Source: an optimization exercise on an open RTL-to-GDS flow (aim: small area, a short achievable clock period and few clock cycles). Production flows keep margins and buffers that such runs may drop.
The RTL was checked by simulation tests, not by an equivalence proof against the original design.
No activity file was given, so power comes from the tool's default toggle rates.

== lane 2 ==
## PDU_kernel
module PDU_kernel (
    input                   [ 0 : 0]            sys_clk,
    input                   [ 0 : 0]            sys_rst,
    output                  [31 : 0]            imem_addr,
    input                   [31 : 0]            imem_rdata,
    output                  [31 : 0]            dmem_addr,
    output                  [31 : 0]            dmem_wdata,
    output                  [ 0 : 0]            dmem_we,
    input                   [31 : 0]            dmem_rdata
);
For scale: about 6200 cells after synthesis, about 1500 flip-flops, about 160 I/O pins, about 73000 µm² of cells after synthesis.
==> flow/config.mk <==
export PLATFORM = sky130hd
export DESIGN_NAME = PDU_kernel
export DESIGN_NICKNAME = PDU_kernel
export VERILOG_FILES = /design/flow/design.v
export SDC_FILE = /design/flow/constraint.sdc
export NUM_CORES = 4
export LEC_CHECK = 0
export CAP_MARGIN = 20
export CORE_MARGIN = 2
export CORE_UTILIZATION = 50
export CTS_CLUSTER_DIAMETER = 80
export CTS_CLUSTER_SIZE = 22
export SETUP_SLACK_MARGIN = 5
export SLEW_MARGIN = 20
==> flow/constraint.sdc <==
create_clock -name core_clock -period 12.0 [get_ports {sys_clk}]
set_input_delay 2.4000 -clock core_clock [delete_from_list [all_inputs] [get_ports {sys_clk}]]
set_output_delay 2.4000 -clock core_clock [all_outputs]
set_load 0.01 [all_outputs]
run.sh (not shown) runs the stock make flow with config.mk's settings and CLKGATE_MAP_FILE= SYNTH_SCRIPT=/design/flow/synth_recipe.tcl, a recipe that flattens the netlist after the stock synthesis.
Testbench counts of lane 2, summed over its fixed seeds: cycles 109,990.
The inputs of lane 5 differ from those of lane 2 as listed below.
-- flow/design.v --
<<< lane 2, line 37
    reg         e_sa_m, e_sa_w, e_sa_r;
    reg         e_sn_m, e_sn_w, e_sn_r, e_sn_i;
    reg         e_sb_m, e_sb_w, e_sb_r, e_sb_i;
    reg         e_sub;
    reg         e_s_add, e_s_slt, e_s_sltu, e_s_xor, e_s_or, e_s_and, e_s_sh;
>>> lane 5, line 37
    reg         e_sa_m, e_sa_w, e_sa_r;
    reg         e_sn_m, e_sn_w, e_sn_r, e_sn_i;
    reg         e_sub;
    reg         e_s_add, e_s_slt, e_s_sltu, e_s_xor, e_s_or, e_s_and, e_s_sh;
<<< lane 2, line 86
    wire alu  = is_op | is_opi;
    wire shift = alu && f3[1:0] == 2'b01;
    wire logic_op = alu && (f3 == 3'b100 || f3 == 3'b110 || f3 == 3'b111);
    reg  [31:0] imm;
    always @(*) begin
>>> lane 5, line 85
    wire alu  = is_op | is_opi;
    wire shift = alu && f3[1:0] == 2'b01;
    reg  [31:0] imm;
    always @(*) begin
<<< lane 2, line 152
    wire        eq    = ce4[1] & ce4[0];
    wire [31:0] sa = ({32{e_sa_m}} & m_res) | ({32{e_sa_w}} & w_res) | ({32{e_sa_r}} & e_rs1);
    wire [31:0] sb = ({32{e_sb_m}} & m_res) | ({32{e_sb_w}} & w_res) |
                     ({32{e_sb_r}} & e_rs2) | ({32{e_sb_i}} & e_imm);
    wire [ 4:0] sn = ({5{e_sn_m}} & m_res[4:0]) | ({5{e_sn_w}} & w_res[4:0]) |
                     ({5{e_sn_r}} & e_rs2[4:0]) | ({5{e_sn_i}} & e_imm[4:0]);
>>> lane 5, line 150
    wire        eq    = ce4[1] & ce4[0];
    wire [31:0] sa = ({32{e_sa_m}} & m_res) | ({32{e_sa_w}} & w_res) | ({32{e_sa_r}} & e_rs1);
    wire [ 4:0] sn = ({5{e_sn_m}} & m_res[4:0]) | ({5{e_sn_w}} & w_res[4:0]) |
                     ({5{e_sn_r}} & e_rs2[4:0]) | ({5{e_sn_i}} & e_imm[4:0]);
<<< lane 2, line 172
        ({32{e_s_slt}}  & {31'b0, slt}) |
        ({32{e_s_sltu}} & {31'b0, sltu}) |
        ({32{e_s_xor}}  & (sa ^ sb)) |
        ({32{e_s_or}}   & (sa | sb)) |
        ({32{e_s_and}}  & (sa & sb)) |
        ({32{e_s_sh}}   & sh_res) |
        ({32{e_s_link}} & link) |
>>> lane 5, line 168
        ({32{e_s_slt}}  & {31'b0, slt}) |
        ({32{e_s_sltu}} & {31'b0, sltu}) |
        ({32{e_s_xor}}  & (a ^ s1)) |
        ({32{e_s_or}}   & (a | s1)) |
        ({32{e_s_and}}  & (a & s1)) |
        ({32{e_s_sh}}   & sh_res) |
        ({32{e_s_link}} & link) |
<<< lane 2, line 270
        e_cb_w     <= is_br && f2w;
        e_cb_r     <= is_br && !f2m && !f2w;
        e_sa_m     <= (shift || logic_op) && f1m;
        e_sa_w     <= (shift || logic_op) && f1w;
        e_sa_r     <= (shift || logic_op) && !f1m && !f1w;
        e_sb_m     <= logic_op && is_op && f2m;
        e_sb_w     <= logic_op && is_op && f2w;
        e_sb_r     <= logic_op && is_op && !f2m && !f2w;
        e_sb_i     <= logic_op && !is_op;
        e_sn_m     <= shift && is_op && f2m;
        e_sn_w     <= shift && is_op && f2w;
>>> lane 5, line 266
        e_cb_w     <= is_br && f2w;
        e_cb_r     <= is_br && !f2m && !f2w;
        e_sa_m     <= shift && f1m;
        e_sa_w     <= shift && f1w;
        e_sa_r     <= shift && !f1m && !f1w;
        e_sn_m     <= shift && is_op && f2m;
        e_sn_w     <= shift && is_op && f2w;
==> comparison <==
Every stage of the flow completed for lane 5, and the final layout passed the timing, DRC and antenna checks. Lane 5 vs. lane 2: post-route clock period utilization saw an increase, sequential cell count saw little to no change, post-layout minimum cycle time saw an increase, total power of the final layout saw an increase. In the reports for lane 5 and lane 2, the smaller worst hold-check slack belongs to lane 2. e_a_m$_DFF_P_ as the worst setup path startpoint was reported by lane 5, and e_s1_r$_DFF_P_ by lane 2. Of lane 5 and lane 2, lane 5 shows the lower wire length on met2, with lane 2 above it. Re fraction of area in multi-input gates: lane 5 is 0.38 points down on lane 2.
Testbench counts of lane 5, summed over its fixed seeds: cycles 109,990.

---

rev 12:
PDU_kernel, a different RTL version from the one above (not shown whole).
For scale: roughly 6000 cells after synthesis, roughly 1500 flip-flops, about 160 I/O pins, ~0.072 mm^2 of cells after synthesis.
make LEC_CHECK=0 CAP_MARGIN=20 CORE_MARGIN=2 CORE_UTILIZATION=50 CTS_CLUSTER_DIAMETER=80 CTS_CLUSTER_SIZE=22 SETUP_SLACK_MARGIN=5 SLEW_MARGIN=40 finish   # period 12.0 ns
Testbench counts of rev 12, summed over its fixed seeds: cycles 109,990.
Setup changes, rev 12 to rev 13
diff --git a/flow/design.v b/flow/design.v
--- a/flow/design.v
+++ b/flow/design.v
@@ -43,20 +43,18 @@
     reg         e_sh_left, e_sh_arith;
     reg         e_br, e_jal, e_jalr, e_btb_new;
     reg         e_br_eq, e_br_lt, e_cmp_sgn;
     reg  [ 2:0] e_f3;
     reg         e_ld, e_st, e_wen;
     reg  [ 4:0] e_rd;
     reg         m_we, m_ld, m_wen;
     reg  [ 4:0] m_rd;
     reg  [31:0] m_res;
-    reg  [31:0] m_addr;      
-    reg         e_mem;
     reg  [31:0] m_sdata;
     reg         w_ld, w_wen;
     reg  [ 4:0] w_rd;
     reg  [31:0] w_res;
     wire [31:0] w_data = w_ld ? dmem_rdata : w_res;
     reg  [31:0] rf [1:31];
     genvar gi;
     generate
         for (gi = 1; gi < 32; gi = gi + 1) begin : g_rf
@@ -233,19 +231,18 @@
         i_pc   <= f_pc;
         if (!haz) begin
             d_pred <= i_pred;
             d_pc   <= i_pc;
             d_inst <= imem_rdata;
             d_jal  <= imem_rdata[6:2] == 5'b11011;
             d_bbr  <= imem_rdata[6:2] == 5'b11000 && imem_rdata[31];
         end
         e_ld       <= is_ld;
-        e_mem      <= is_ld || is_st;
         e_st       <= is_st;
         e_br       <= is_br;
         e_br_eq    <= is_br && f3[2:1] == 2'b00;
         e_br_lt    <= is_br && f3[2];
         e_cmp_sgn  <= !f3[1];
         e_jal      <= is_jal;
         e_jalr     <= is_jalr;
         e_btb_new  <= is_br && inst[31] && !d_pred;
         e_pred     <= d_pred || dpred;
@@ -283,18 +280,17 @@
         e_s_and    <= alu && f3 == 3'b111;
         e_s_sh     <= shift;
         e_s_link   <= is_jal | is_jalr;
         e_s_tgt    <= is_auipc;
         e_s_imm    <= is_lui;
         e_sh_left  <= f3 == 3'b001;
         e_sh_arith <= inst[30] && f3 == 3'b101;
         m_rd    <= e_rd;
         m_res   <= res;
-        m_addr  <= {32{e_mem}} & sum;
         m_sdata <= b;
         w_rd  <= m_rd;
         w_res <= m_res;
     end
-    assign dmem_addr  = m_addr;
+    assign dmem_addr  = m_res;
     assign dmem_wdata = m_sdata;
     assign dmem_we    = m_we;
 endmodule
[summary]
Rev 12 ended up with a211oi_1 as its slowest stage cell on the critical path; rev 13 ended up with dfxtp_1. Comparing rev 13 with rev 12, the mean cell area of the mapped netlist came out essentially unchanged. Any difference in first-pass GRT wire length between rev 13 and rev 12 is small enough to ignore. Rev 13 ends up with a number of distinct standard cells referenced by the synthesized netlist that is 11 higher than in rev 12. Delta (rev 13 minus rev 12): areal power density over the cells lower; number of clock-tree buffers in the layout rose by 9. Compared with rev 12, rev 13 shows post-synthesis cell area that has gone down slightly. Rev 13: cell count 32 below rev 12. The lower first-pass iteration count of the detailed router came out of rev 12. Rev 13 vs rev 12 on area growth from synthesis to final layout: rev 13 is the lower one. Rev 13 consumes less power than rev 12 does. Against rev 12, the final cell area of rev 13 is lower. Clock insertion delay at the later pin of the skew report, rev 12 and rev 13, lower one = rev 13. The hold slack of rev 13 falls short of that of rev 12 by 0.011 ns.
Testbench counts of rev 13, summed over its fixed seeds: cycles 109,990.

---

PDU_kernel with an RTL version that a note above also has.
Size: about 5,900 cells after synthesis, roughly 160 I/O pins, ~72,000 sq um of cells after synthesis.
export LEC_CHECK = 0
export CAP_MARGIN = 20
export CORE_MARGIN = 2
export CORE_UTILIZATION = 50
export CTS_CLUSTER_DIAMETER = 80
export CTS_CLUSTER_SIZE = 22
export SETUP_SLACK_MARGIN = 5
export SLEW_MARGIN = 20
create_clock -name core_clock -period 12.0 [get_ports {sys_clk}]
Testbench counts at the start, summed over its fixed seeds: cycles 109,990.
Then changed:
--- a/flow/design.v
+++ b/flow/design.v
@@ -40,24 +40,26 @@
     reg         e_sub;
     reg         e_s_add, e_s_slt, e_s_sltu, e_s_xor, e_s_or, e_s_and, e_s_sh;
     reg         e_s_link, e_s_tgt, e_s_imm;
     reg         e_sh_left, e_sh_arith;
     reg         e_br, e_jal, e_jalr, e_btb_new;
     reg         e_br_eq, e_br_lt, e_cmp_sgn;
     reg  [ 2:0] e_f3;
     reg         e_ld, e_st, e_wen;
     reg  [ 4:0] e_rd;
     reg         m_we, m_ld, m_wen;
     reg  [ 4:0] m_rd;
     reg  [31:0] m_res;
+    reg  [31:0] m_addr;      
+    reg         e_mem;
     reg  [31:0] m_sdata;
     reg         w_ld, w_wen;
     reg  [ 4:0] w_rd;
     reg  [31:0] w_res;
     wire [31:0] w_data = w_ld ? dmem_rdata : w_res;
     reg  [31:0] rf [1:31];
     genvar gi;
     generate
         for (gi = 1; gi < 32; gi = gi + 1) begin : g_rf
             always @(posedge sys_clk)
                 if (w_wen && w_rd == gi)
                     rf[gi] <= w_data;
@@ -228,24 +230,25 @@
     always @(posedge sys_clk) begin
         r_pc   <= e_pred ? link : tgt_t;      
         i_pred <= btb_hit;
         i_pc   <= f_pc;
         if (!haz) begin
             d_pred <= i_pred;
             d_pc   <= i_pc;
             d_inst <= imem_rdata;
             d_jal  <= imem_rdata[6:2] == 5'b11011;
             d_bbr  <= imem_rdata[6:2] == 5'b11000 && imem_rdata[31];
         end
         e_ld       <= is_ld;
+        e_mem      <= is_ld || is_st;
         e_st       <= is_st;
         e_br       <= is_br;
         e_br_eq    <= is_br && f3[2:1] == 2'b00;
         e_br_lt    <= is_br && f3[2];
         e_cmp_sgn  <= !f3[1];
         e_jal      <= is_jal;
         e_jalr     <= is_jalr;
         e_btb_new  <= is_br && inst[31] && !d_pred;
         e_pred     <= d_pred || dpred;
         e_pc       <= d_pc;
         e_rs1      <= rd1;
         e_rs2      <= rd2;
@@ -277,20 +280,21 @@
         e_s_sltu   <= alu && f3 == 3'b011;
         e_s_xor    <= alu && f3 == 3'b100;
         e_s_or     <= alu && f3 == 3'b110;
         e_s_and    <= alu && f3 == 3'b111;
         e_s_sh     <= shift;
         e_s_link   <= is_jal | is_jalr;
         e_s_tgt    <= is_auipc;
         e_s_imm    <= is_lui;
         e_sh_left  <= f3 == 3'b001;
         e_sh_arith <= inst[30] && f3 == 3'b101;
         m_rd    <= e_rd;
         m_res   <= res;
+        m_addr  <= {32{e_mem}} & sum;
         m_sdata <= b;
         w_rd  <= m_rd;
         w_res <= m_res;
     end
-    assign dmem_addr  = m_res;
+    assign dmem_addr  = m_addr;
     assign dmem_wdata = m_sdata;
     assign dmem_we    = m_we;
 endmodule
Clock-buffer cell count came out lower by 4.
Flip-flop and latch count came out higher by 33.
Cell count came out higher slightly.
Synthesized cell count came out higher slightly.
First-iteration DRC count came out higher slightly.
Final area came out higher slightly.
Wire length came out higher slightly.
Area after synthesis came out higher slightly.
Worst setup slack gets worse by 0.31 ns.
Die area came out higher slightly.
Power came out higher by a few percent.
Register-to-register slack gets worse by 0.58 ns.
Combinational power came out higher by a little under a tenth.
Maximum frequency came out lower by a few percent.
Testbench counts after the change, summed over its fixed seeds: cycles 109,990.
